Context: an optimization exercise on an open-source flow, tuned for small area. The choices shown serve that exercise and are no tape-out recipe. In this exercise RTL edits were held to simulation tests only and were not proved equivalent to the original. Power figures rest on the tool's default switching activity, not on a simulated workload.

==> design.v <==
module total_fir(total_out, x_in, clk);
	input clk;
	input signed [7:0] x_in;
	output signed [15:0] total_out;
	reg [7:0] e0;
	reg [7:0] e1;
	reg [7:0] e2;
	reg [7:0] e3;
	reg [7:0] e4;
	reg [7:0] e5;
	reg [7:0] e6;
	reg [7:0] e7;
	reg [7:0] e8;
	reg [7:0] e9;
	reg [7:0] e10;
	reg [7:0] e11;
	reg [7:0] e12;
	reg [7:0] e13;
	reg [7:0] e14;
	reg [7:0] e15;
	reg [7:0] e16;
	reg [7:0] e17;
	reg r425;
	reg r426;
	reg r491;
	reg r492;
	reg r493;
	reg r554;
	reg r601;
	reg r602;
	reg r635;
	reg r636;
	reg r637;
	reg r664;
	reg r681;
	reg r682;
	reg r691;
	reg r692;
	reg r697;
	reg r698;
	reg r705;
	reg r706;
	reg r707;
	reg r708;
	wire o5;
	wire o6;
	wire o7;
	wire o8;
	wire o16;
	wire w1;
	wire w2;
	wire w3;
	wire w4;
	wire w5;
	wire w6;
	wire w7;
	wire w8;
	wire w9;
	wire w10;
	wire w11;
	wire w12;
	wire w13;
	wire w14;
	wire w15;
	wire w16;
	wire w17;
	wire w18;
	wire w19;
	wire w20;
	wire w21;
	wire w22;
	wire w23;
	wire w24;
	wire w25;
	wire w26;
	wire w27;
	wire w28;
	wire w29;
	wire w30;
	wire w31;
	wire w32;
	wire w33;
	wire w34;
	wire w35;
	wire w36;
	wire w37;
	wire w38;
	wire w39;
	wire w40;
	wire w41;
	wire w42;
	wire w43;
	wire w44;
	wire w45;
	wire w46;
	wire w47;
	wire w48;
	wire w49;
	wire w50;
	wire w51;
	wire w52;
	wire w53;
	wire w54;
	wire w55;
	wire w56;
	wire w57;
	wire w58;
	wire w59;
	wire w60;
	wire w61;
	wire w62;
	wire w63;
	wire w64;
	wire w65;
	wire w66;
	wire w67;
	wire w68;
	wire w69;
	wire w70;
	wire w71;
	wire w72;
	wire w73;
	wire w74;
	wire w75;
	wire w76;
	wire w77;
	wire w78;
	wire w79;
	wire w80;
	wire w81;
	wire w82;
	wire w83;
	wire w84;
	wire w85;
	wire w86;
	wire w87;
	wire w88;
	wire w89;
	wire w90;
	wire w91;
	wire w92;
	wire w93;
	wire w94;
	wire w95;
	wire w96;
	wire w97;
	wire w98;
	wire w99;
	wire w100;
	wire w101;
	wire w102;
	wire w103;
	wire w104;
	wire w105;
	wire w106;
	wire w107;
	wire w108;
	wire w109;
	wire w110;
	wire w111;
	wire w112;
	wire w113;
	wire w114;
	wire w115;
	wire w116;
	wire w117;
	wire w118;
	wire w119;
	wire w120;
	wire w121;
	wire w122;
	wire w123;
	wire w124;
	wire w125;
	wire w126;
	wire w127;
	wire w128;
	wire w129;
	wire w130;
	wire w131;
	wire w132;
	wire w133;
	wire w134;
	wire w135;
	wire w136;
	wire w137;
	wire w138;
	wire w139;
	wire w140;
	wire w141;
	wire w142;
	wire w143;
	wire w144;
	wire w145;
	wire w146;
	wire w147;
	wire w148;
	wire w149;
	wire w150;
	wire w151;
	wire w152;
	wire w153;
	wire w154;
	wire w155;
	wire w156;
	wire w157;
	wire w158;
	wire w159;
	wire w160;
	wire w161;
	wire w162;
	wire w163;
	wire w164;
	wire w165;
	wire w166;
	wire w167;
	wire w168;
	wire w169;
	wire w170;
	wire w171;
	wire w172;
	wire w173;
	wire w174;
	wire w175;
	wire w176;
	wire w177;
	wire w178;
	wire w179;
	wire w180;
	wire w181;
	wire w182;
	wire w183;
	wire w184;
	wire w185;
	wire w186;
	wire w187;
	wire w188;
	wire w189;
	wire w190;
	wire w191;
	wire w192;
	wire w193;
	wire w194;
	wire w195;
	wire w196;
	wire w197;
	wire w198;
	wire w199;
	wire w200;
	wire w201;
	wire w202;
	wire w203;
	wire w204;
	wire w205;
	wire w206;
	wire w207;
	wire w208;
	wire w209;
	wire w210;
	wire w211;
	wire w212;
	wire w213;
	wire w214;
	wire w215;
	wire w216;
	wire w217;
	wire w218;
	wire w219;
	wire w220;
	wire w221;
	wire w222;
	wire w223;
	wire w224;
	wire w225;
	wire w226;
	wire w227;
	wire w228;
	wire w229;
	wire w230;
	wire w231;
	wire w232;
	wire w233;
	wire w234;
	wire w235;
	wire w236;
	wire w237;
	wire w238;
	wire w239;
	wire w240;
	wire w241;
	wire w242;
	wire w243;
	wire w244;
	wire w245;
	wire w246;
	wire w247;
	wire w248;
	wire w249;
	wire w250;
	wire w251;
	wire w252;
	wire w253;
	wire w254;
	wire w255;
	wire w256;
	wire w257;
	wire w258;
	wire w259;
	wire w260;
	wire w261;
	wire w262;
	wire w263;
	wire w264;
	wire w265;
	wire w266;
	wire w267;
	wire w268;
	wire w269;
	wire w270;
	wire w271;
	wire w272;
	wire w273;
	wire w274;
	wire w275;
	wire w276;
	wire w277;
	wire w278;
	wire w279;
	wire w280;
	wire w281;
	wire w282;
	wire w283;
	wire w284;
	wire w285;
	wire w286;
	wire w287;
	wire w288;
	wire w289;
	wire w290;
	wire w291;
	wire w292;
	wire w293;
	wire w294;
	wire w295;
	wire w296;
	wire w297;
	wire w298;
	wire w299;
	wire w300;
	wire w301;
	wire w302;
	wire w303;
	wire w304;
	wire w305;
	wire w306;
	wire w307;
	wire w308;
	wire w309;
	wire w310;
	wire w311;
	wire w312;
	wire w313;
	wire w314;
	wire w315;
	wire w316;
	wire w317;
	wire w318;
	wire w319;
	wire w320;
	wire w321;
	wire w322;
	wire w323;
	wire w324;
	wire w325;
	wire w326;
	wire w327;
	wire w328;
	wire w329;
	wire w330;
	wire w331;
	wire w332;
	wire w333;
	wire w334;
	wire w335;
	wire w336;
	wire w337;
	wire w338;
	wire w339;
	wire w340;
	wire w341;
	wire w342;
	wire w343;
	wire w344;
	wire w345;
	wire w346;
	wire w347;
	wire w348;
	wire w349;
	wire w350;
	wire w351;
	wire w352;
	wire w353;
	wire w354;
	wire w355;
	wire w356;
	wire w357;
	wire w358;
	wire w359;
	wire w360;
	wire w361;
	wire w362;
	wire w363;
	wire w364;
	wire w365;
	wire w366;
	wire w367;
	wire w368;
	wire w369;
	wire w370;
	wire w371;
	wire w372;
	wire w373;
	wire w374;
	wire w375;
	wire w376;
	wire w377;
	wire w378;
	wire w379;
	wire w380;
	wire w381;
	wire w382;
	wire w383;
	wire w384;
	wire w385;
	wire w386;
	wire w387;
	wire w388;
	wire w389;
	wire w390;
	wire w391;
	wire w392;
	wire w393;
	wire w394;
	wire w395;
	wire w396;
	wire w397;
	wire w398;
	wire w399;
	wire w400;
	wire w401;
	wire w402;
	wire w403;
	wire w404;
	wire w405;
	wire w406;
	wire w407;
	wire w408;
	wire w409;
	wire w410;
	wire w411;
	wire w412;
	wire w413;
	wire w414;
	wire w415;
	wire w416;
	wire w417;
	wire w418;
	wire w419;
	wire w420;
	wire w421;
	wire w422;
	wire w423;
	wire w424;
	wire w425;
	wire w426;
	wire w427;
	wire w428;
	wire w429;
	wire w430;
	wire w431;
	wire w432;
	wire w433;
	wire w434;
	wire w435;
	wire w436;
	wire w437;
	wire w438;
	wire w439;
	wire w440;
	wire w441;
	wire w442;
	wire w443;
	wire w444;
	wire w445;
	wire w446;
	wire w447;
	wire w448;
	wire w449;
	wire w450;
	wire w451;
	wire w452;
	wire w453;
	wire w454;
	wire w455;
	wire w456;
	wire w457;
	wire w458;
	wire w459;
	wire w460;
	wire w461;
	wire w462;
	wire w463;
	wire w464;
	wire w465;
	wire w466;
	wire w467;
	wire w468;
	wire w469;
	wire w470;
	wire w471;
	wire w472;
	wire w473;
	wire w474;
	wire w475;
	wire w476;
	wire w477;
	wire w478;
	wire w479;
	wire w480;
	wire w481;
	wire w482;
	wire w483;
	wire w484;
	wire w485;
	wire w486;
	wire w487;
	wire w488;
	wire w489;
	wire w490;
	wire w491;
	wire w492;
	wire w493;
	wire w494;
	wire w495;
	wire w496;
	wire w497;
	wire w498;
	wire w499;
	wire w500;
	wire w501;
	wire w502;
	wire w503;
	wire w504;
	wire w505;
	wire w506;
	wire w507;
	wire w508;
	wire w509;
	wire w510;
	wire w511;
	wire w512;
	wire w513;
	wire w514;
	wire w515;
	wire w516;
	wire w517;
	wire w518;
	wire w519;
	wire w520;
	wire w521;
	wire w522;
	wire w523;
	wire w524;
	wire w525;
	wire w526;
	wire w527;
	wire w528;
	wire w529;
	wire w530;
	wire w531;
	wire w532;
	wire w533;
	wire w534;
	wire w535;
	wire w536;
	wire w537;
	wire w538;
	wire w539;
	wire w540;
	wire w541;
	wire w542;
	wire w543;
	wire w544;
	wire w545;
	wire w546;
	wire w547;
	wire w548;
	wire w549;
	wire w550;
	wire w551;
	wire w552;
	wire w553;
	wire w554;
	wire w555;
	wire w556;
	wire w557;
	wire w558;
	wire w559;
	wire w560;
	wire w561;
	wire w562;
	wire w563;
	wire w564;
	wire w565;
	wire w566;
	wire w567;
	wire w568;
	wire w569;
	wire w570;
	wire w571;
	wire w572;
	wire w573;
	wire w574;
	wire w575;
	wire w576;
	wire w577;
	wire w578;
	wire w579;
	wire w580;
	wire w581;
	wire w582;
	wire w583;
	wire w584;
	wire w585;
	wire w586;
	wire w587;
	wire w588;
	wire w589;
	wire w590;
	wire w591;
	wire w592;
	wire w593;
	wire w594;
	wire w595;
	wire w596;
	wire w597;
	wire w598;
	wire w599;
	wire w600;
	wire w601;
	wire w602;
	wire w603;
	wire w604;
	wire w605;
	wire w606;
	wire w607;
	wire w608;
	wire w609;
	wire w610;
	wire w611;
	wire w612;
	wire w613;
	wire w614;
	wire w615;
	wire w616;
	wire w617;
	wire w618;
	wire w619;
	wire w620;
	wire w621;
	wire w622;
	wire w623;
	wire w624;
	wire w625;
	wire w626;
	wire w627;
	wire w628;
	wire w629;
	wire w630;
	wire w631;
	wire w632;
	wire w633;
	wire w634;
	wire w635;
	wire w636;
	wire w637;
	wire w638;
	wire w639;
	wire w640;
	wire w641;
	wire w642;
	wire w643;
	wire w644;
	wire w645;
	wire w646;
	wire w647;
	wire w648;
	wire w649;
	wire w650;
	wire w651;
	wire w652;
	wire w653;
	wire w654;
	wire w655;
	wire w656;
	wire w657;
	wire w658;
	wire w659;
	wire w660;
	wire w661;
	wire w662;
	wire w663;
	wire w664;
	wire w665;
	wire w666;
	wire w667;
	wire w668;
	wire w669;
	wire w670;
	wire w671;
	wire w672;
	wire w673;
	wire w674;
	wire w675;
	wire w676;
	wire w677;
	wire w678;
	wire w679;
	wire w680;
	wire w681;
	wire w682;
	wire w683;
	wire w684;
	wire w685;
	wire w686;
	wire w687;
	wire w688;
	wire w689;
	wire w690;
	wire w691;
	wire w692;
	wire w693;
	wire w694;
	wire w695;
	wire w696;
	wire w697;
	wire w698;
	wire w699;
	wire w700;
	wire w701;
	wire w702;
	wire w703;
	wire w704;
	wire w705;
	wire w706;
	wire w707;
	wire w708;
	wire n1;
	wire n2;
	wire n3;
	wire n4;
	wire n5;
	wire n6;
	wire n7;
	wire n8;
	wire n9;
	wire n10;
	wire n11;
	wire n12;
	wire n13;
	wire n14;
	wire n15;
	wire n16;
	wire n17;
	wire n18;
	wire n19;
	wire n20;
	wire n21;
	wire n22;
	wire n23;
	wire n24;
	wire n25;
	wire n26;
	wire n27;
	wire n28;
	wire n29;
	wire n30;
	wire n31;
	wire n32;
	wire n33;
	wire n34;
	wire n35;
	wire n36;
	wire n37;
	wire n38;
	wire n39;
	wire n40;
	wire n41;
	wire n42;
	wire n43;
	wire n44;
	wire n45;
	wire n46;
	wire n47;
	wire n48;
	wire n49;
	wire n50;
	wire n51;
	wire n52;
	wire n53;
	wire n54;
	always @(posedge clk) begin
		e0 <= x_in;
		e1 <= e0;
		e2 <= e1 ^ 8'h7f;
		e3 <= e2;
		e4 <= e3;
		e5 <= e4;
		e6 <= e5;
		e7 <= e6 ^ 8'h03;
		e8 <= e7;
		e9 <= e8;
		e10 <= e9 ^ 8'h7c;
		e11 <= e10;
		e12 <= e11 ^ 8'h80;
		e13 <= e12;
		e14 <= e13;
		e15 <= e14;
		e16 <= e15;
		e17 <= e16;
		r425 <= w354;
		r426 <= w423;
		r491 <= w422;
		r492 <= w489;
		r493 <= w424;
		r554 <= w552;
		r601 <= w599;
		r602 <= w553;
		r635 <= w598;
		r636 <= w633;
		r637 <= w600;
		r664 <= w662;
		r681 <= w679;
		r682 <= w663;
		r691 <= w689;
		r692 <= w680;
		r697 <= w688;
		r698 <= w690;
		r705 <= w157;
		r706 <= w213;
		r707 <= w279;
		r708 <= w353;
	end
	assign o5 = ~(~e5[0] | ~e5[1]);
	assign o6 = ~(~e6[0] | ~e6[1]);
	assign o7 = ~(e7[0] | e7[1]);
	assign o8 = ~(e8[0] | e8[1]);
	assign o16 = ~(e16[0] | e16[1]);
	assign n1 = ~e7[2];
	assign n2 = ~e7[3];
	assign n3 = ~e7[4];
	assign n4 = ~e7[5];
	assign n5 = ~e7[6];
	assign n6 = ~e7[7];
	assign n7 = ~e8[2];
	assign n8 = ~e8[3];
	assign n9 = ~e8[4];
	assign n10 = ~e8[5];
	assign n11 = ~e8[6];
	assign n12 = ~e8[7];
	assign n13 = ~e9[0];
	assign n14 = ~e9[1];
	assign n15 = ~e10[0];
	assign n16 = ~e10[1];
	assign n17 = ~e10[2];
	assign n18 = ~e10[3];
	assign n19 = ~e10[4];
	assign n20 = ~e10[5];
	assign n21 = ~e10[6];
	assign n22 = ~e10[7];
	assign n23 = ~e11[7];
	assign n24 = ~e11[0];
	assign n25 = ~e11[1];
	assign n26 = ~e11[2];
	assign n27 = ~e11[3];
	assign n28 = ~e11[4];
	assign n29 = ~e11[5];
	assign n30 = ~e11[6];
	assign n31 = ~e13[0];
	assign n32 = ~e13[1];
	assign n33 = ~e13[2];
	assign n34 = ~e13[3];
	assign n35 = ~e13[4];
	assign n36 = ~e13[5];
	assign n37 = ~e13[6];
	assign n38 = ~e13[7];
	assign n39 = ~e14[0];
	assign n40 = ~e14[1];
	assign n41 = ~e14[2];
	assign n42 = ~e14[3];
	assign n43 = ~e14[4];
	assign n44 = ~e14[5];
	assign n45 = ~e14[6];
	assign n46 = ~e14[7];
	assign n47 = ~e16[0];
	assign n48 = ~e16[1];
	assign n49 = ~e16[2];
	assign n50 = ~e16[3];
	assign n51 = ~e16[4];
	assign n52 = ~e16[5];
	assign n53 = ~e16[6];
	assign n54 = ~e16[7];
	fa uw55 (.a(e3[0]), .b(e4[1]), .c(e4[0]), .s(w55), .co(w56));
	fa uw57 (.a(e5[0]), .b(e5[2]), .c(e6[2]), .s(w57), .co(w58));
	fa uw59 (.a(e7[2]), .b(e8[2]), .c(e10[1]), .s(w59), .co(w60));
	fa uw61 (.a(e11[1]), .b(e12[0]), .c(e12[1]), .s(w61), .co(w62));
	fa uw63 (.a(e13[0]), .b(e14[0]), .c(e14[1]), .s(w63), .co(w64));
	fa uw65 (.a(e17[2]), .b(n49), .c(o5), .s(w65), .co(w66));
	fa uw67 (.a(o6), .b(o7), .c(o8), .s(w67), .co(w68));
	fa uw69 (.a(o16), .b(w55), .c(w57), .s(w69), .co(w70));
	fa uw71 (.a(w59), .b(w61), .c(w63), .s(w71), .co(w72));
	fa uw73 (.a(w65), .b(w67), .c(w69), .s(w73), .co(w74));
	assign w76 = w71 & w73;
	assign w77 = ~(e3[1] ^ e4[0]);
	assign w78 = e3[1] | e4[0];
	fa uw79 (.a(e4[2]), .b(e5[1]), .c(e5[3]), .s(w79), .co(w80));
	fa uw81 (.a(e6[0]), .b(e6[3]), .c(e7[3]), .s(w81), .co(w82));
	fa uw83 (.a(e8[3]), .b(e10[2]), .c(e11[0]), .s(w83), .co(w84));
	fa uw85 (.a(e11[2]), .b(e12[1]), .c(e12[2]), .s(w85), .co(w86));
	fa uw87 (.a(e13[1]), .b(e13[0]), .c(e14[1]), .s(w87), .co(w88));
	fa uw89 (.a(e14[2]), .b(e15[0]), .c(e17[3]), .s(w89), .co(w90));
	fa uw91 (.a(n15), .b(n47), .c(n50), .s(w91), .co(w92));
	fa uw93 (.a(w77), .b(w56), .c(w58), .s(w93), .co(w94));
	fa uw95 (.a(w60), .b(w62), .c(w64), .s(w95), .co(w96));
	fa uw97 (.a(w79), .b(w81), .c(w83), .s(w97), .co(w98));
	fa uw99 (.a(w85), .b(w87), .c(w89), .s(w99), .co(w100));
	fa uw101 (.a(w91), .b(w66), .c(w68), .s(w101), .co(w102));
	fa uw103 (.a(w70), .b(w72), .c(w93), .s(w103), .co(w104));
	fa uw105 (.a(w95), .b(w97), .c(w99), .s(w105), .co(w106));
	fa uw107 (.a(w101), .b(w74), .c(w103), .s(w107), .co(w108));
	assign w110 = (w105 & w76) | (w105 & w107) | (w76 & w107);
	assign w111 = ~(e2[0] ^ e3[2]);
	assign w112 = e2[0] | e3[2];
	fa uw113 (.a(e4[1]), .b(e4[3]), .c(e5[2]), .s(w113), .co(w114));
	fa uw115 (.a(e5[0]), .b(e5[4]), .c(e6[1]), .s(w115), .co(w116));
	fa uw117 (.a(e6[4]), .b(e7[0]), .c(e7[4]), .s(w117), .co(w118));
	fa uw119 (.a(e8[4]), .b(e10[3]), .c(e11[1]), .s(w119), .co(w120));
	fa uw121 (.a(e11[0]), .b(e11[3]), .c(e12[2]), .s(w121), .co(w122));
	fa uw123 (.a(e12[0]), .b(e12[3]), .c(e13[2]), .s(w123), .co(w124));
	fa uw125 (.a(e13[1]), .b(e14[2]), .c(e14[3]), .s(w125), .co(w126));
	fa uw127 (.a(e15[1]), .b(e15[0]), .c(e17[0]), .s(w127), .co(w128));
	fa uw129 (.a(e17[4]), .b(n13), .c(n16), .s(w129), .co(w130));
	fa uw131 (.a(n48), .b(n51), .c(w78), .s(w131), .co(w132));
	fa uw133 (.a(w111), .b(w80), .c(w82), .s(w133), .co(w134));
	fa uw135 (.a(w84), .b(w86), .c(w88), .s(w135), .co(w136));
	fa uw137 (.a(w90), .b(w113), .c(w115), .s(w137), .co(w138));
	fa uw139 (.a(w117), .b(w119), .c(w121), .s(w139), .co(w140));
	fa uw141 (.a(w123), .b(w125), .c(w127), .s(w141), .co(w142));
	fa uw143 (.a(w92), .b(w129), .c(w131), .s(w143), .co(w144));
	fa uw145 (.a(w94), .b(w96), .c(w98), .s(w145), .co(w146));
	fa uw147 (.a(w100), .b(w133), .c(w135), .s(w147), .co(w148));
	fa uw149 (.a(w137), .b(w139), .c(w141), .s(w149), .co(w150));
	fa uw151 (.a(w102), .b(w143), .c(w104), .s(w151), .co(w152));
	fa uw153 (.a(w106), .b(w145), .c(w147), .s(w153), .co(w154));
	fa uw155 (.a(w149), .b(w108), .c(w151), .s(w155), .co(w156));
	fa uw157 (.a(w153), .b(w110), .c(w155), .s(w157), .co(w158));
	fa uw159 (.a(e2[1]), .b(e2[0]), .c(e3[3]), .s(w159), .co(w160));
	fa uw161 (.a(e4[2]), .b(e4[4]), .c(e5[3]), .s(w161), .co(w162));
	fa uw163 (.a(e5[1]), .b(e5[5]), .c(e6[2]), .s(w163), .co(w164));
	fa uw165 (.a(e6[5]), .b(e7[1]), .c(e7[5]), .s(w165), .co(w166));
	fa uw167 (.a(e8[5]), .b(e10[4]), .c(e11[2]), .s(w167), .co(w168));
	fa uw169 (.a(e11[1]), .b(e11[4]), .c(e12[3]), .s(w169), .co(w170));
	fa uw171 (.a(e12[1]), .b(e12[4]), .c(e13[3]), .s(w171), .co(w172));
	fa uw173 (.a(e13[2]), .b(e14[3]), .c(e14[4]), .s(w173), .co(w174));
	fa uw175 (.a(e15[2]), .b(e15[1]), .c(e17[1]), .s(w175), .co(w176));
	fa uw177 (.a(e17[5]), .b(n14), .c(n17), .s(w177), .co(w178));
	fa uw179 (.a(n49), .b(n47), .c(n52), .s(w179), .co(w180));
	fa uw181 (.a(w112), .b(w114), .c(w116), .s(w181), .co(w182));
	fa uw183 (.a(w118), .b(w120), .c(w122), .s(w183), .co(w184));
	fa uw185 (.a(w124), .b(w126), .c(w128), .s(w185), .co(w186));
	fa uw187 (.a(w159), .b(w161), .c(w163), .s(w187), .co(w188));
	fa uw189 (.a(w165), .b(w167), .c(w169), .s(w189), .co(w190));
	fa uw191 (.a(w171), .b(w173), .c(w175), .s(w191), .co(w192));
	fa uw193 (.a(w130), .b(w177), .c(w179), .s(w193), .co(w194));
	fa uw195 (.a(w132), .b(w134), .c(w136), .s(w195), .co(w196));
	fa uw197 (.a(w138), .b(w140), .c(w142), .s(w197), .co(w198));
	fa uw199 (.a(w181), .b(w183), .c(w185), .s(w199), .co(w200));
	fa uw201 (.a(w187), .b(w189), .c(w191), .s(w201), .co(w202));
	fa uw203 (.a(w193), .b(w144), .c(w146), .s(w203), .co(w204));
	fa uw205 (.a(w148), .b(w195), .c(w150), .s(w205), .co(w206));
	fa uw207 (.a(w197), .b(w199), .c(w201), .s(w207), .co(w208));
	fa uw209 (.a(w152), .b(w154), .c(w203), .s(w209), .co(w210));
	fa uw211 (.a(w205), .b(w207), .c(w156), .s(w211), .co(w212));
	fa uw213 (.a(w209), .b(w158), .c(w211), .s(w213), .co(w214));
	assign w215 = ~(e2[2] ^ e2[1]);
	assign w216 = e2[2] | e2[1];
	fa uw217 (.a(e3[4]), .b(e3[0]), .c(e4[3]), .s(w217), .co(w218));
	fa uw219 (.a(e4[0]), .b(e4[5]), .c(e5[4]), .s(w219), .co(w220));
	fa uw221 (.a(e5[2]), .b(e5[6]), .c(e6[3]), .s(w221), .co(w222));
	fa uw223 (.a(e6[6]), .b(e7[6]), .c(e8[6]), .s(w223), .co(w224));
	fa uw225 (.a(e9[2]), .b(e10[0]), .c(e10[5]), .s(w225), .co(w226));
	fa uw227 (.a(e11[3]), .b(e11[2]), .c(e11[5]), .s(w227), .co(w228));
	fa uw229 (.a(e12[4]), .b(e12[2]), .c(e12[0]), .s(w229), .co(w230));
	fa uw231 (.a(e12[5]), .b(e13[4]), .c(e13[3]), .s(w231), .co(w232));
	fa uw233 (.a(e14[4]), .b(e14[5]), .c(e15[3]), .s(w233), .co(w234));
	fa uw235 (.a(e15[2]), .b(e17[2]), .c(e17[6]), .s(w235), .co(w236));
	fa uw237 (.a(n1), .b(n18), .c(n39), .s(w237), .co(w238));
	fa uw239 (.a(n50), .b(n48), .c(n53), .s(w239), .co(w240));
	fa uw241 (.a(w215), .b(w160), .c(w162), .s(w241), .co(w242));
	fa uw243 (.a(w164), .b(w166), .c(w168), .s(w243), .co(w244));
	fa uw245 (.a(w170), .b(w172), .c(w174), .s(w245), .co(w246));
	fa uw247 (.a(w176), .b(w217), .c(w219), .s(w247), .co(w248));
	fa uw249 (.a(w221), .b(w223), .c(w225), .s(w249), .co(w250));
	fa uw251 (.a(w227), .b(w229), .c(w231), .s(w251), .co(w252));
	fa uw253 (.a(w233), .b(w235), .c(w178), .s(w253), .co(w254));
	fa uw255 (.a(w180), .b(w237), .c(w239), .s(w255), .co(w256));
	fa uw257 (.a(w182), .b(w184), .c(w186), .s(w257), .co(w258));
	fa uw259 (.a(w188), .b(w190), .c(w192), .s(w259), .co(w260));
	fa uw261 (.a(w241), .b(w243), .c(w245), .s(w261), .co(w262));
	fa uw263 (.a(w247), .b(w249), .c(w251), .s(w263), .co(w264));
	fa uw265 (.a(w194), .b(w253), .c(w255), .s(w265), .co(w266));
	fa uw267 (.a(w196), .b(w198), .c(w200), .s(w267), .co(w268));
	fa uw269 (.a(w257), .b(w202), .c(w259), .s(w269), .co(w270));
	fa uw271 (.a(w261), .b(w263), .c(w265), .s(w271), .co(w272));
	fa uw273 (.a(w204), .b(w206), .c(w267), .s(w273), .co(w274));
	fa uw275 (.a(w269), .b(w208), .c(w271), .s(w275), .co(w276));
	fa uw277 (.a(w210), .b(w273), .c(w275), .s(w277), .co(w278));
	fa uw279 (.a(w212), .b(w277), .c(w214), .s(w279), .co(w280));
	fa uw281 (.a(e2[3]), .b(e2[2]), .c(e3[5]), .s(w281), .co(w282));
	fa uw283 (.a(e3[1]), .b(e4[4]), .c(e4[1]), .s(w283), .co(w284));
	fa uw285 (.a(e4[6]), .b(e5[5]), .c(e5[3]), .s(w285), .co(w286));
	fa uw287 (.a(e5[7]), .b(e6[4]), .c(e6[7]), .s(w287), .co(w288));
	fa uw289 (.a(e7[7]), .b(e8[0]), .c(e8[7]), .s(w289), .co(w290));
	fa uw291 (.a(e9[3]), .b(e10[1]), .c(e10[6]), .s(w291), .co(w292));
	fa uw293 (.a(e11[4]), .b(e11[3]), .c(e11[6]), .s(w293), .co(w294));
	fa uw295 (.a(e12[5]), .b(e12[3]), .c(e12[1]), .s(w295), .co(w296));
	fa uw297 (.a(e12[6]), .b(e13[5]), .c(e13[4]), .s(w297), .co(w298));
	fa uw299 (.a(e14[5]), .b(e14[6]), .c(e15[4]), .s(w299), .co(w300));
	fa uw301 (.a(e15[3]), .b(e17[3]), .c(e17[7]), .s(w301), .co(w302));
	fa uw303 (.a(n2), .b(n19), .c(n24), .s(w303), .co(w304));
	fa uw305 (.a(n31), .b(n40), .c(n51), .s(w305), .co(w306));
	fa uw307 (.a(n49), .b(n54), .c(w216), .s(w307), .co(w308));
	fa uw309 (.a(w218), .b(w220), .c(w222), .s(w309), .co(w310));
	fa uw311 (.a(w224), .b(w226), .c(w228), .s(w311), .co(w312));
	fa uw313 (.a(w230), .b(w232), .c(w234), .s(w313), .co(w314));
	fa uw315 (.a(w236), .b(w281), .c(w283), .s(w315), .co(w316));
	fa uw317 (.a(w285), .b(w287), .c(w289), .s(w317), .co(w318));
	fa uw319 (.a(w291), .b(w293), .c(w295), .s(w319), .co(w320));
	fa uw321 (.a(w297), .b(w299), .c(w301), .s(w321), .co(w322));
	fa uw323 (.a(w238), .b(w240), .c(w303), .s(w323), .co(w324));
	fa uw325 (.a(w305), .b(w307), .c(w242), .s(w325), .co(w326));
	fa uw327 (.a(w244), .b(w246), .c(w248), .s(w327), .co(w328));
	fa uw329 (.a(w250), .b(w252), .c(w309), .s(w329), .co(w330));
	fa uw331 (.a(w311), .b(w313), .c(w254), .s(w331), .co(w332));
	fa uw333 (.a(w315), .b(w317), .c(w319), .s(w333), .co(w334));
	fa uw335 (.a(w321), .b(w256), .c(w323), .s(w335), .co(w336));
	fa uw337 (.a(w258), .b(w260), .c(w262), .s(w337), .co(w338));
	fa uw339 (.a(w325), .b(w264), .c(w327), .s(w339), .co(w340));
	fa uw341 (.a(w329), .b(w331), .c(w333), .s(w341), .co(w342));
	fa uw343 (.a(w266), .b(w335), .c(w268), .s(w343), .co(w344));
	fa uw345 (.a(w270), .b(w337), .c(w339), .s(w345), .co(w346));
	fa uw347 (.a(w341), .b(w272), .c(w274), .s(w347), .co(w348));
	fa uw349 (.a(w343), .b(w345), .c(w276), .s(w349), .co(w350));
	fa uw351 (.a(w347), .b(w278), .c(w349), .s(w351), .co(w352));
	ha uw353 (.a(w351), .b(w280), .s(w353), .co(w354));
	fa uw355 (.a(e2[4]), .b(e2[3]), .c(e3[6]), .s(w355), .co(w356));
	fa uw357 (.a(e3[2]), .b(e4[5]), .c(e4[2]), .s(w357), .co(w358));
	fa uw359 (.a(e4[7]), .b(e5[6]), .c(e5[4]), .s(w359), .co(w360));
	fa uw361 (.a(e6[5]), .b(e8[1]), .c(e9[4]), .s(w361), .co(w362));
	fa uw363 (.a(e10[2]), .b(e11[5]), .c(e11[4]), .s(w363), .co(w364));
	fa uw365 (.a(e12[6]), .b(e12[4]), .c(e12[2]), .s(w365), .co(w366));
	fa uw367 (.a(e12[7]), .b(e13[6]), .c(e13[5]), .s(w367), .co(w368));
	fa uw369 (.a(e14[6]), .b(e14[7]), .c(e15[5]), .s(w369), .co(w370));
	fa uw371 (.a(e15[4]), .b(e17[4]), .c(n3), .s(w371), .co(w372));
	fa uw373 (.a(n20), .b(n22), .c(n25), .s(w373), .co(w374));
	fa uw375 (.a(n23), .b(n32), .c(n41), .s(w375), .co(w376));
	fa uw377 (.a(n52), .b(n50), .c(w282), .s(w377), .co(w378));
	fa uw379 (.a(w284), .b(w286), .c(w288), .s(w379), .co(w380));
	fa uw381 (.a(w290), .b(w292), .c(w294), .s(w381), .co(w382));
	fa uw383 (.a(w296), .b(w298), .c(w300), .s(w383), .co(w384));
	fa uw385 (.a(w302), .b(w355), .c(w357), .s(w385), .co(w386));
	fa uw387 (.a(w359), .b(w361), .c(w363), .s(w387), .co(w388));
	fa uw389 (.a(w365), .b(w367), .c(w369), .s(w389), .co(w390));
	fa uw391 (.a(w304), .b(w306), .c(w371), .s(w391), .co(w392));
	fa uw393 (.a(w373), .b(w375), .c(w308), .s(w393), .co(w394));
	fa uw395 (.a(w310), .b(w312), .c(w314), .s(w395), .co(w396));
	fa uw397 (.a(w316), .b(w318), .c(w320), .s(w397), .co(w398));
	fa uw399 (.a(w322), .b(w377), .c(w379), .s(w399), .co(w400));
	fa uw401 (.a(w381), .b(w383), .c(w385), .s(w401), .co(w402));
	fa uw403 (.a(w387), .b(w389), .c(w324), .s(w403), .co(w404));
	fa uw405 (.a(w391), .b(w393), .c(w326), .s(w405), .co(w406));
	fa uw407 (.a(w328), .b(w330), .c(w395), .s(w407), .co(w408));
	fa uw409 (.a(w332), .b(w334), .c(w397), .s(w409), .co(w410));
	fa uw411 (.a(w399), .b(w401), .c(w336), .s(w411), .co(w412));
	fa uw413 (.a(w403), .b(w338), .c(w405), .s(w413), .co(w414));
	fa uw415 (.a(w340), .b(w407), .c(w409), .s(w415), .co(w416));
	fa uw417 (.a(w342), .b(w411), .c(w344), .s(w417), .co(w418));
	fa uw419 (.a(w413), .b(w346), .c(w415), .s(w419), .co(w420));
	fa uw421 (.a(w348), .b(w417), .c(w419), .s(w421), .co(w422));
	fa uw423 (.a(w350), .b(w421), .c(w352), .s(w423), .co(w424));
	ha uw427 (.a(r425), .b(r426), .s(w427), .co(w428));
	fa uw429 (.a(e2[5]), .b(e2[4]), .c(e3[7]), .s(w429), .co(w430));
	fa uw431 (.a(e3[3]), .b(e4[6]), .c(e4[3]), .s(w431), .co(w432));
	fa uw433 (.a(e5[7]), .b(e5[5]), .c(e6[6]), .s(w433), .co(w434));
	fa uw435 (.a(e9[5]), .b(e10[3]), .c(e11[6]), .s(w435), .co(w436));
	fa uw437 (.a(e11[5]), .b(e12[7]), .c(e12[5]), .s(w437), .co(w438));
	fa uw439 (.a(e12[3]), .b(e13[7]), .c(e13[6]), .s(w439), .co(w440));
	fa uw441 (.a(e14[7]), .b(e15[6]), .c(e15[5]), .s(w441), .co(w442));
	fa uw443 (.a(e17[5]), .b(n4), .c(n7), .s(w443), .co(w444));
	fa uw445 (.a(n21), .b(n26), .c(n33), .s(w445), .co(w446));
	fa uw447 (.a(n42), .b(n53), .c(n51), .s(w447), .co(w448));
	fa uw449 (.a(w356), .b(w358), .c(w360), .s(w449), .co(w450));
	fa uw451 (.a(w362), .b(w364), .c(w366), .s(w451), .co(w452));
	fa uw453 (.a(w368), .b(w370), .c(w429), .s(w453), .co(w454));
	fa uw455 (.a(w431), .b(w433), .c(w435), .s(w455), .co(w456));
	fa uw457 (.a(w437), .b(w439), .c(w441), .s(w457), .co(w458));
	fa uw459 (.a(w372), .b(w374), .c(w376), .s(w459), .co(w460));
	fa uw461 (.a(w443), .b(w445), .c(w447), .s(w461), .co(w462));
	fa uw463 (.a(w378), .b(w380), .c(w382), .s(w463), .co(w464));
	fa uw465 (.a(w384), .b(w386), .c(w388), .s(w465), .co(w466));
	fa uw467 (.a(w390), .b(w449), .c(w451), .s(w467), .co(w468));
	fa uw469 (.a(w453), .b(w455), .c(w457), .s(w469), .co(w470));
	fa uw471 (.a(w392), .b(w459), .c(w461), .s(w471), .co(w472));
	fa uw473 (.a(w394), .b(w396), .c(w398), .s(w473), .co(w474));
	fa uw475 (.a(w400), .b(w463), .c(w402), .s(w475), .co(w476));
	fa uw477 (.a(w465), .b(w467), .c(w404), .s(w477), .co(w478));
	fa uw479 (.a(w469), .b(w471), .c(w406), .s(w479), .co(w480));
	fa uw481 (.a(w408), .b(w410), .c(w473), .s(w481), .co(w482));
	fa uw483 (.a(w475), .b(w412), .c(w477), .s(w483), .co(w484));
	fa uw485 (.a(w414), .b(w479), .c(w416), .s(w485), .co(w486));
	fa uw487 (.a(w481), .b(w483), .c(w418), .s(w487), .co(w488));
	fa uw489 (.a(w420), .b(w485), .c(w487), .s(w489), .co(w490));
	fa uw494 (.a(r491), .b(r492), .c(r493), .s(w494), .co(w495));
	ha uw496 (.a(w428), .b(w494), .s(w496), .co(w497));
	assign w498 = ~(e2[6] ^ e2[5]);
	assign w499 = e2[6] | e2[5];
	fa uw500 (.a(e3[4]), .b(e4[7]), .c(e4[4]), .s(w500), .co(w501));
	fa uw502 (.a(e5[6]), .b(e6[7]), .c(e9[6]), .s(w502), .co(w503));
	fa uw504 (.a(e10[7]), .b(e10[4]), .c(e11[6]), .s(w504), .co(w505));
	fa uw506 (.a(e12[6]), .b(e12[4]), .c(e13[7]), .s(w506), .co(w507));
	fa uw508 (.a(e15[7]), .b(e15[6]), .c(e17[6]), .s(w508), .co(w509));
	fa uw510 (.a(n5), .b(n8), .c(n23), .s(w510), .co(w511));
	fa uw512 (.a(n27), .b(n34), .c(n43), .s(w512), .co(w513));
	fa uw514 (.a(n54), .b(n52), .c(w498), .s(w514), .co(w515));
	fa uw516 (.a(w430), .b(w432), .c(w434), .s(w516), .co(w517));
	fa uw518 (.a(w436), .b(w438), .c(w440), .s(w518), .co(w519));
	fa uw520 (.a(w442), .b(w500), .c(w502), .s(w520), .co(w521));
	fa uw522 (.a(w504), .b(w506), .c(w508), .s(w522), .co(w523));
	fa uw524 (.a(w444), .b(w446), .c(w448), .s(w524), .co(w525));
	fa uw526 (.a(w510), .b(w512), .c(w514), .s(w526), .co(w527));
	fa uw528 (.a(w450), .b(w452), .c(w454), .s(w528), .co(w529));
	fa uw530 (.a(w456), .b(w458), .c(w516), .s(w530), .co(w531));
	fa uw532 (.a(w518), .b(w460), .c(w520), .s(w532), .co(w533));
	fa uw534 (.a(w522), .b(w462), .c(w524), .s(w534), .co(w535));
	fa uw536 (.a(w526), .b(w464), .c(w466), .s(w536), .co(w537));
	fa uw538 (.a(w468), .b(w470), .c(w528), .s(w538), .co(w539));
	fa uw540 (.a(w530), .b(w532), .c(w472), .s(w540), .co(w541));
	fa uw542 (.a(w534), .b(w474), .c(w476), .s(w542), .co(w543));
	fa uw544 (.a(w536), .b(w478), .c(w538), .s(w544), .co(w545));
	fa uw546 (.a(w540), .b(w480), .c(w482), .s(w546), .co(w547));
	fa uw548 (.a(w542), .b(w484), .c(w544), .s(w548), .co(w549));
	fa uw550 (.a(w486), .b(w546), .c(w548), .s(w550), .co(w551));
	fa uw552 (.a(w488), .b(w550), .c(w490), .s(w552), .co(w553));
	fa uw555 (.a(r554), .b(w495), .c(w497), .s(w555), .co(w556));
	fa uw557 (.a(e2[7]), .b(e2[6]), .c(e3[5]), .s(w557), .co(w558));
	fa uw559 (.a(e4[5]), .b(e5[7]), .c(e9[7]), .s(w559), .co(w560));
	fa uw561 (.a(e10[5]), .b(e12[7]), .c(e12[5]), .s(w561), .co(w562));
	fa uw563 (.a(e15[7]), .b(e17[7]), .c(n6), .s(w563), .co(w564));
	fa uw565 (.a(n9), .b(n23), .c(n28), .s(w565), .co(w566));
	fa uw567 (.a(n35), .b(n44), .c(n53), .s(w567), .co(w568));
	fa uw569 (.a(w499), .b(w501), .c(w503), .s(w569), .co(w570));
	fa uw571 (.a(w505), .b(w507), .c(w509), .s(w571), .co(w572));
	fa uw573 (.a(w557), .b(w559), .c(w561), .s(w573), .co(w574));
	fa uw575 (.a(w511), .b(w513), .c(w563), .s(w575), .co(w576));
	fa uw577 (.a(w565), .b(w567), .c(w515), .s(w577), .co(w578));
	fa uw579 (.a(w517), .b(w519), .c(w521), .s(w579), .co(w580));
	fa uw581 (.a(w523), .b(w569), .c(w571), .s(w581), .co(w582));
	fa uw583 (.a(w525), .b(w573), .c(w575), .s(w583), .co(w584));
	fa uw585 (.a(w527), .b(w577), .c(w529), .s(w585), .co(w586));
	fa uw587 (.a(w531), .b(w533), .c(w579), .s(w587), .co(w588));
	fa uw589 (.a(w581), .b(w535), .c(w583), .s(w589), .co(w590));
	fa uw591 (.a(w537), .b(w539), .c(w585), .s(w591), .co(w592));
	fa uw593 (.a(w587), .b(w541), .c(w589), .s(w593), .co(w594));
	fa uw595 (.a(w543), .b(w545), .c(w591), .s(w595), .co(w596));
	fa uw597 (.a(w593), .b(w547), .c(w549), .s(w597), .co(w598));
	fa uw599 (.a(w595), .b(w551), .c(w597), .s(w599), .co(w600));
	fa uw603 (.a(r601), .b(r602), .c(w556), .s(w603), .co(w604));
	assign w605 = ~(e2[7] ^ e3[6]);
	assign w606 = e2[7] | e3[6];
	fa uw607 (.a(e4[6]), .b(e10[6]), .c(e12[6]), .s(w607), .co(w608));
	fa uw609 (.a(n10), .b(n29), .c(n36), .s(w609), .co(w610));
	fa uw611 (.a(n45), .b(n54), .c(w605), .s(w611), .co(w612));
	fa uw613 (.a(w558), .b(w560), .c(w562), .s(w613), .co(w614));
	fa uw615 (.a(w607), .b(w564), .c(w566), .s(w615), .co(w616));
	fa uw617 (.a(w568), .b(w609), .c(w611), .s(w617), .co(w618));
	fa uw619 (.a(w570), .b(w572), .c(w574), .s(w619), .co(w620));
	fa uw621 (.a(w613), .b(w576), .c(w615), .s(w621), .co(w622));
	fa uw623 (.a(w578), .b(w617), .c(w580), .s(w623), .co(w624));
	fa uw625 (.a(w582), .b(w619), .c(w584), .s(w625), .co(w626));
	fa uw627 (.a(w621), .b(w586), .c(w588), .s(w627), .co(w628));
	fa uw629 (.a(w623), .b(w590), .c(w625), .s(w629), .co(w630));
	fa uw631 (.a(w592), .b(w627), .c(w594), .s(w631), .co(w632));
	fa uw633 (.a(w629), .b(w596), .c(w631), .s(w633), .co(w634));
	fa uw638 (.a(r635), .b(r636), .c(r637), .s(w638), .co(w639));
	ha uw640 (.a(w638), .b(w604), .s(w640), .co(w641));
	fa uw642 (.a(e3[7]), .b(e4[7]), .c(e12[7]), .s(w642), .co(w643));
	fa uw644 (.a(n11), .b(n22), .c(n30), .s(w644), .co(w645));
	fa uw646 (.a(n37), .b(n46), .c(w606), .s(w646), .co(w647));
	fa uw648 (.a(w608), .b(w642), .c(w610), .s(w648), .co(w649));
	fa uw650 (.a(w644), .b(w612), .c(w646), .s(w650), .co(w651));
	fa uw652 (.a(w614), .b(w616), .c(w648), .s(w652), .co(w653));
	fa uw654 (.a(w618), .b(w650), .c(w620), .s(w654), .co(w655));
	fa uw656 (.a(w622), .b(w652), .c(w624), .s(w656), .co(w657));
	fa uw658 (.a(w654), .b(w626), .c(w628), .s(w658), .co(w659));
	fa uw660 (.a(w656), .b(w630), .c(w658), .s(w660), .co(w661));
	fa uw662 (.a(w632), .b(w660), .c(w634), .s(w662), .co(w663));
	ha uw667 (.a(r664), .b(w639), .s(w667), .co(w668));
	xr uw665 (.a(w667), .b(w641), .s(w665));
	ao uw666 (.g(w668), .p(w667), .c(w641), .co(w666));
	fa uw669 (.a(e11[7]), .b(n12), .c(n38), .s(w669), .co(w670));
	fa uw671 (.a(w643), .b(w645), .c(w669), .s(w671), .co(w672));
	fa uw673 (.a(w647), .b(w649), .c(w671), .s(w673), .co(w674));
	fa uw675 (.a(w651), .b(w653), .c(w673), .s(w675), .co(w676));
	fa uw677 (.a(w655), .b(w675), .c(w657), .s(w677), .co(w678));
	fa uw679 (.a(w659), .b(w677), .c(w661), .s(w679), .co(w680));
	ha uw685 (.a(r681), .b(r682), .s(w685), .co(w686));
	xr uw683 (.a(w685), .b(w666), .s(w683));
	ao uw684 (.g(w686), .p(w685), .c(w666), .co(w684));
	fa uw687 (.a(w670), .b(w672), .c(w674), .s(w687), .co(w688));
	fa uw689 (.a(w676), .b(w687), .c(w678), .s(w689), .co(w690));
	ha uw695 (.a(r691), .b(r692), .s(w695), .co(w696));
	xr uw693 (.a(w695), .b(w684), .s(w693));
	ao uw694 (.g(w696), .p(w695), .c(w684), .co(w694));
	ha uw701 (.a(r697), .b(r698), .s(w701), .co(w702));
	xr uw699 (.a(w701), .b(w694), .s(w699));
	ao uw700 (.g(w702), .p(w701), .c(w694), .co(w700));
	assign w703 = w700 ^ 1'b1;
	assign total_out[0] = r705;
	assign total_out[1] = r706;
	assign total_out[2] = r707;
	assign total_out[3] = r708;
	assign total_out[4] = w427;
	assign total_out[5] = w496;
	assign total_out[6] = w555;
	assign total_out[7] = w603;
	assign total_out[8] = w640;
	assign total_out[9] = w665;
	assign total_out[10] = w683;
	assign total_out[11] = w693;
	assign total_out[12] = w699;
	assign total_out[13] = w703;
	assign total_out[14] = w703;
	assign total_out[15] = w703;
endmodule
module fa(input a, input b, input c, output s, output co);
	assign s = a ^ b ^ c;
	assign co = (a & b) | (a & c) | (b & c);
endmodule
module xr(input a, input b, output s);
	assign s = a ^ b;
endmodule
module ao(input g, input p, input c, output co);
	assign co = g | (p & c);
endmodule
module ha(input a, input b, output s, output co);
	assign s = a ^ b;
	assign co = a & b;
endmodule
==> flow/run.sh <==
#!/bin/bash
# The standard layout (standard.sh, the ORFS flow), with ORFS's own variables set for two steps:
#  - clock tree synthesis without dummy balancing loads, built from clkbuf_8 cells;
#  - port buffering with the smallest buffer cell (every input and output still gets a buffer).
# The full ORFS output goes to standard.log in this folder (per-step logs under orfs/logs).
export CTS_ARGS="-sink_clustering_enable -repair_clock_nets -dont_use_dummy_load -buf_list sky130_fd_sc_hd__clkbuf_8"
export BUFFER_PORTS_ARGS="-buffer_cell sky130_fd_sc_hd__buf_1"
bash standard.sh > standard.log 2>&1
==> standard.sh <==
#!/bin/bash
# synth_recipe.tcl (not shown) runs the flow's synth.tcl, then flattens the netlist and writes it again
# the make line also repeats each setting of config.mk as NAME=value (left out here)
make -C /OpenROAD-flow-scripts/flow DESIGN_CONFIG=/design/flow/config.mk WORK_HOME=/design/flow/orfs CLKGATE_MAP_FILE= SYNTH_SCRIPT=/design/flow/synth_recipe.tcl "${@:-finish}"
==> config.mk <==
export PLATFORM = sky130hd
export DESIGN_NAME = total_fir
export DESIGN_NICKNAME = total_fir
export VERILOG_FILES = /design/flow/design.v
export SDC_FILE = /design/flow/constraint.sdc
export NUM_CORES = 4
export LEC_CHECK = 0
export CAP_MARGIN = 20
export CORE_MARGIN = 2
export CORE_UTILIZATION = 40
export SLEW_MARGIN = 20
export SYNTH_HIERARCHICAL = 1
export SYNTH_MINIMUM_KEEP_SIZE = 0
==> constraint.sdc <==
create_clock -name core_clock -period 5.0 [get_ports {clk}]
set_input_delay 1.0000 -clock core_clock [delete_from_list [all_inputs] [get_ports {clk}]]
set_output_delay 1.0000 -clock core_clock [all_outputs]
set_load 0.01 [all_outputs]
==> impl_metrics.py <==
metrics = {
    "grt": {
        "grt_pass1_vias": 5414,
        "antenna_found_initial": 0,
        "gr-total-overflow": 0,
        "grtUsageTotal": 0.183,
        "grt_max_degree": 19,
        "grt_pass1_wl_microns": 33300,
    },
    "logic_synthesis": {
        "synth_xor_area_frac": 0.00351,
        "synthMuxAreaShare": 0,
        "synth_flop_cell": "dfxtp_1",
        "ys.warnings.count": 7,
        "synth_cells": 596,
        "synth_fa_ha_area_frac": 0.611,
        "ys_types": 10,
        "syn_area_per_cell_sq_um": 16.7,
        "yosys.area_share.simple": 0.00289,
        "synth-compound-area-share": 0.00377,
        "synth_edf_count": 0,
        "async_flop_share": 0,
        "synth_largest_area_cell": "fa_1",
        "synth_fp_nets": 914,
        "synth_top_family_by_area": "adder cells",
        "syn_area_sq_mm": 0.00997,
        "ys_ff_latch": 166,
        "synth_most_common_cell": "fa_1",
        "yosys-top-cells-area": "fa_1, dfxtp_1, inv_1",
        "synth_common_cells": "fa_1, dfxtp_1, inv_1",
        "synth_top_area_share": 0.595,
        "synth_seq_area_share": 0.333,
    },
    "critical_path": {
        "worstPathCellList": "fa_1, fa_1, fa_1, fa_1, fa_1, fa_1, fa_1, fa_1",
        "ff2ff_path_depth": 8,
        "criticalPathCategory": "reg -> reg",
        "cp-end-kind": "register",
        "arrival_ns": 4.95,
        "cp_max_fo": 5,
        "r2r_start": "e12[4]",
        "worstPathRequired_ns": 5.33,
        "r2r_end": "r554",
        "r2r_slack_ns": 0.38,
        "crit_slowest_cell": "fa_1",
        "start_kind": "register",
        "crit_path_max_incr_delay_ns": 0.60,
        "crit_top_cell": "fa_1",
    },
    "run": {
        "cap_viol_max_count": 0,
    },
    "clock_tree": {
        "post-cts-setup-buffer-count": 0,
        "ctsRootBufferMaster": "clkbuf_8",
        "path_clk_slew_ns": 0.11,
        "cts_tree": "done",
        "cts_hold_buf": 0,
        "cts_buffers": 17,
        "clock_latency_ns": 0.47,
        "clock_sinks": 166,
        "ctsResizeCount": 0,
        "h-tree-depth": 4,
        "clock_path_buffers": 2,
    },
    "placed_design": {
        "dp_hpwl_microns": 19100,
        "io_buffers": 24,
        "gp_congestion": 0.926,
        "place_inst": 928,
    },
    "sta": {
        "fin_crit_ns": 4.62,
        "finClkSkew_ns": 0.0404,
        "max_freq_mhz": 216,
        "period_share": 0.925,
        "setup_tns_ns": 0,
        "whs_ns": 0.337,
        "hold_viol": 0,
        "max_slew.worst_pin.slew_ns": 0.429,
        "setup_violations": 0,
        "slew_headroom": 0.714,
        "grt_setup_unrepaired": "no",
        "finalMaxSlewViolations": 0,
    },
    "die": {
        "ioPinCount": 25,
        "die_area_sq_mm": 0.0262,
        "num_rows": 57,
        "dieHeight_microns": 162,
        "fp.coreArea_sq_mm": 0.0244,
        "dieWidth_microns": 162,
        "initial_utilization": 0.409,
    },
    "power": {
        "leakage_nw": 4.35,
        "finalPower_mw": 8.25,
        "power_density_mw_per_mm2": 780,
        "vdd_ir_drop_max_mv": 0.622,
    },
    "final_layout": {
        "final_util": 0.434,
        "antennaDiodeCount": 0,
        "syn_to_final_growth_pct": 6.11,
        "drive_gt1_frac": 0.0274,
        "fin_nets": 941,
        "final_cells": 945,
    },
    "detailed_routing": {
        "viasPerCell": 4.57,
        "routed_wl_microns": 21300,
        "drc_errors": 0,
        "firstDrtPassIters": 4,
        "ant_nets": 0,
        "via_count": 4320,
        "drt_iter0_drc": 324,
        "drt-wirelength-per-cell_microns": 22.6,
    },
    "min_path": {
        "hold_depth": 0,
        "worstHoldStart": "e0[4]",
        "worst_hold_path_type": "reg -> reg",
        "whs_endpoint": "e1[4]",
    },
    "status": {
        "outcome": "complete, no violations",
    },
}
## through the flow
| stage | cell area (sq um) | worst slack, ns |
|---|---|---|
| 2_1_floorplan | 9970 | 0.688 |
| 3_3_place_gp | 10300 | 0.366 |
| 5_1_grt | 10600 | 0.274 |
| 4_1_cts | 10600 | 0.378 |
| 6_report | 10600 | 0.376 |
| 3_5_place_dp | 10300 | 0.393 |
## worst max path at each step
stage / from / end / slack (ns) / cells after the start
global route: e12[6] / r554 / 0.27 / 8
floorplan: e12[4] / r554 / 0.69 / 8
CTS: e12[6] / r554 / 0.38 / 8
finish: e12[4] / r554 / 0.38 / 8
detailed placement: e12[4] / r554 / 0.39 / 8
global placement: e12[6] / r554 / 0.37 / 8
## where the power goes
group	leakage [nW]	total [mW]	switching (mW)	internal, mW
Sequential	1.40	1.83	0.130	1.70
Clock	0.122	0.743	0.442	0.301
Combinational	2.83	5.68	2.94	2.73
## critical path: cells and delay by family, from the launching register on
kind                     cells  cell delay [ns]
flip-flops                   1             0.59
adder cells (fa/ha/maj)      8             3.91
## cell usage in the layout, fill, tap and decap left out
cell type	n
a21o_1	4
a22oi_1	1
and2_1	1
buf_1	24
clkbuf_8	17
dfxtp_1	166
fa_1	296
ha_1	13
inv_1	89
nor2_1	6
xor2_1	4
## modules after synthesis (local to each module, per instance)
module / cell area (sq um) / flops+latches
total_fir: 3880 / 166
fa: 20.0 / 0
ha: 12.5 / 0
xr: 8.76 / 0
ao: 7.51 / 0
## final cells by class
cell class	instances	area [sq um]
Fill cell	2183	13800
Multi-Input combinational cell	325	6190
Sequential cell	166	3320
Tap cell	324	405
Inverter	89	334
Clock buffer	17	234
Timing Repair Buffer	24	90.1
## layer usage
layer	up-vias	GRT usage	wire, microns
met5	-	0	0
met4	0	0.0845	817
met1	2396	0.236	8480
met3	38	0.0439	1150
li1	1768	-	-
met2	118	0.294	10900
## cell families after synthesis
family,after synthesis
adders and majority gates,309
DFF,166
buffers and inverters,105
and+or+nand+nor,7
AOI/OAI and AO/OA,5
xor gates and xnor gates,4

port drivers added, routing unchanged:
The results above use ideal ports. As a check the final layout listed here was re-extracted and re-timed, cells and wires unchanged.
Step 1 (the two cells are an assumption about what drives the block):
set clk [get_ports {clk}]
set_driving_cell -lib_cell sky130_fd_sc_hd__clkbuf_16 $clk
set_driving_cell -lib_cell sky130_fd_sc_hd__buf_2 [delete_from_list [all_inputs] $clk]
Step 2 also shifts input and output timing later by t, the mid clock arrival at the registers, as if the neighbouring blocks saw the same clock.
Three values: no drivers, after step 1, after step 2; two values: the first two.
t (ns): 0.487
slack for setup (ns): 0.376 / 0.376 / 0.376
worst setup path at the end: register to register
latest minus earliest clock arrival (ns): 0.045 / 0.044
cell pins on the clock port's net: 1
After both steps setup and hold are still met in this run. For this run, drivers alone change the setup slack by 0.000 ns; drivers and shift together by 0.000 ns.
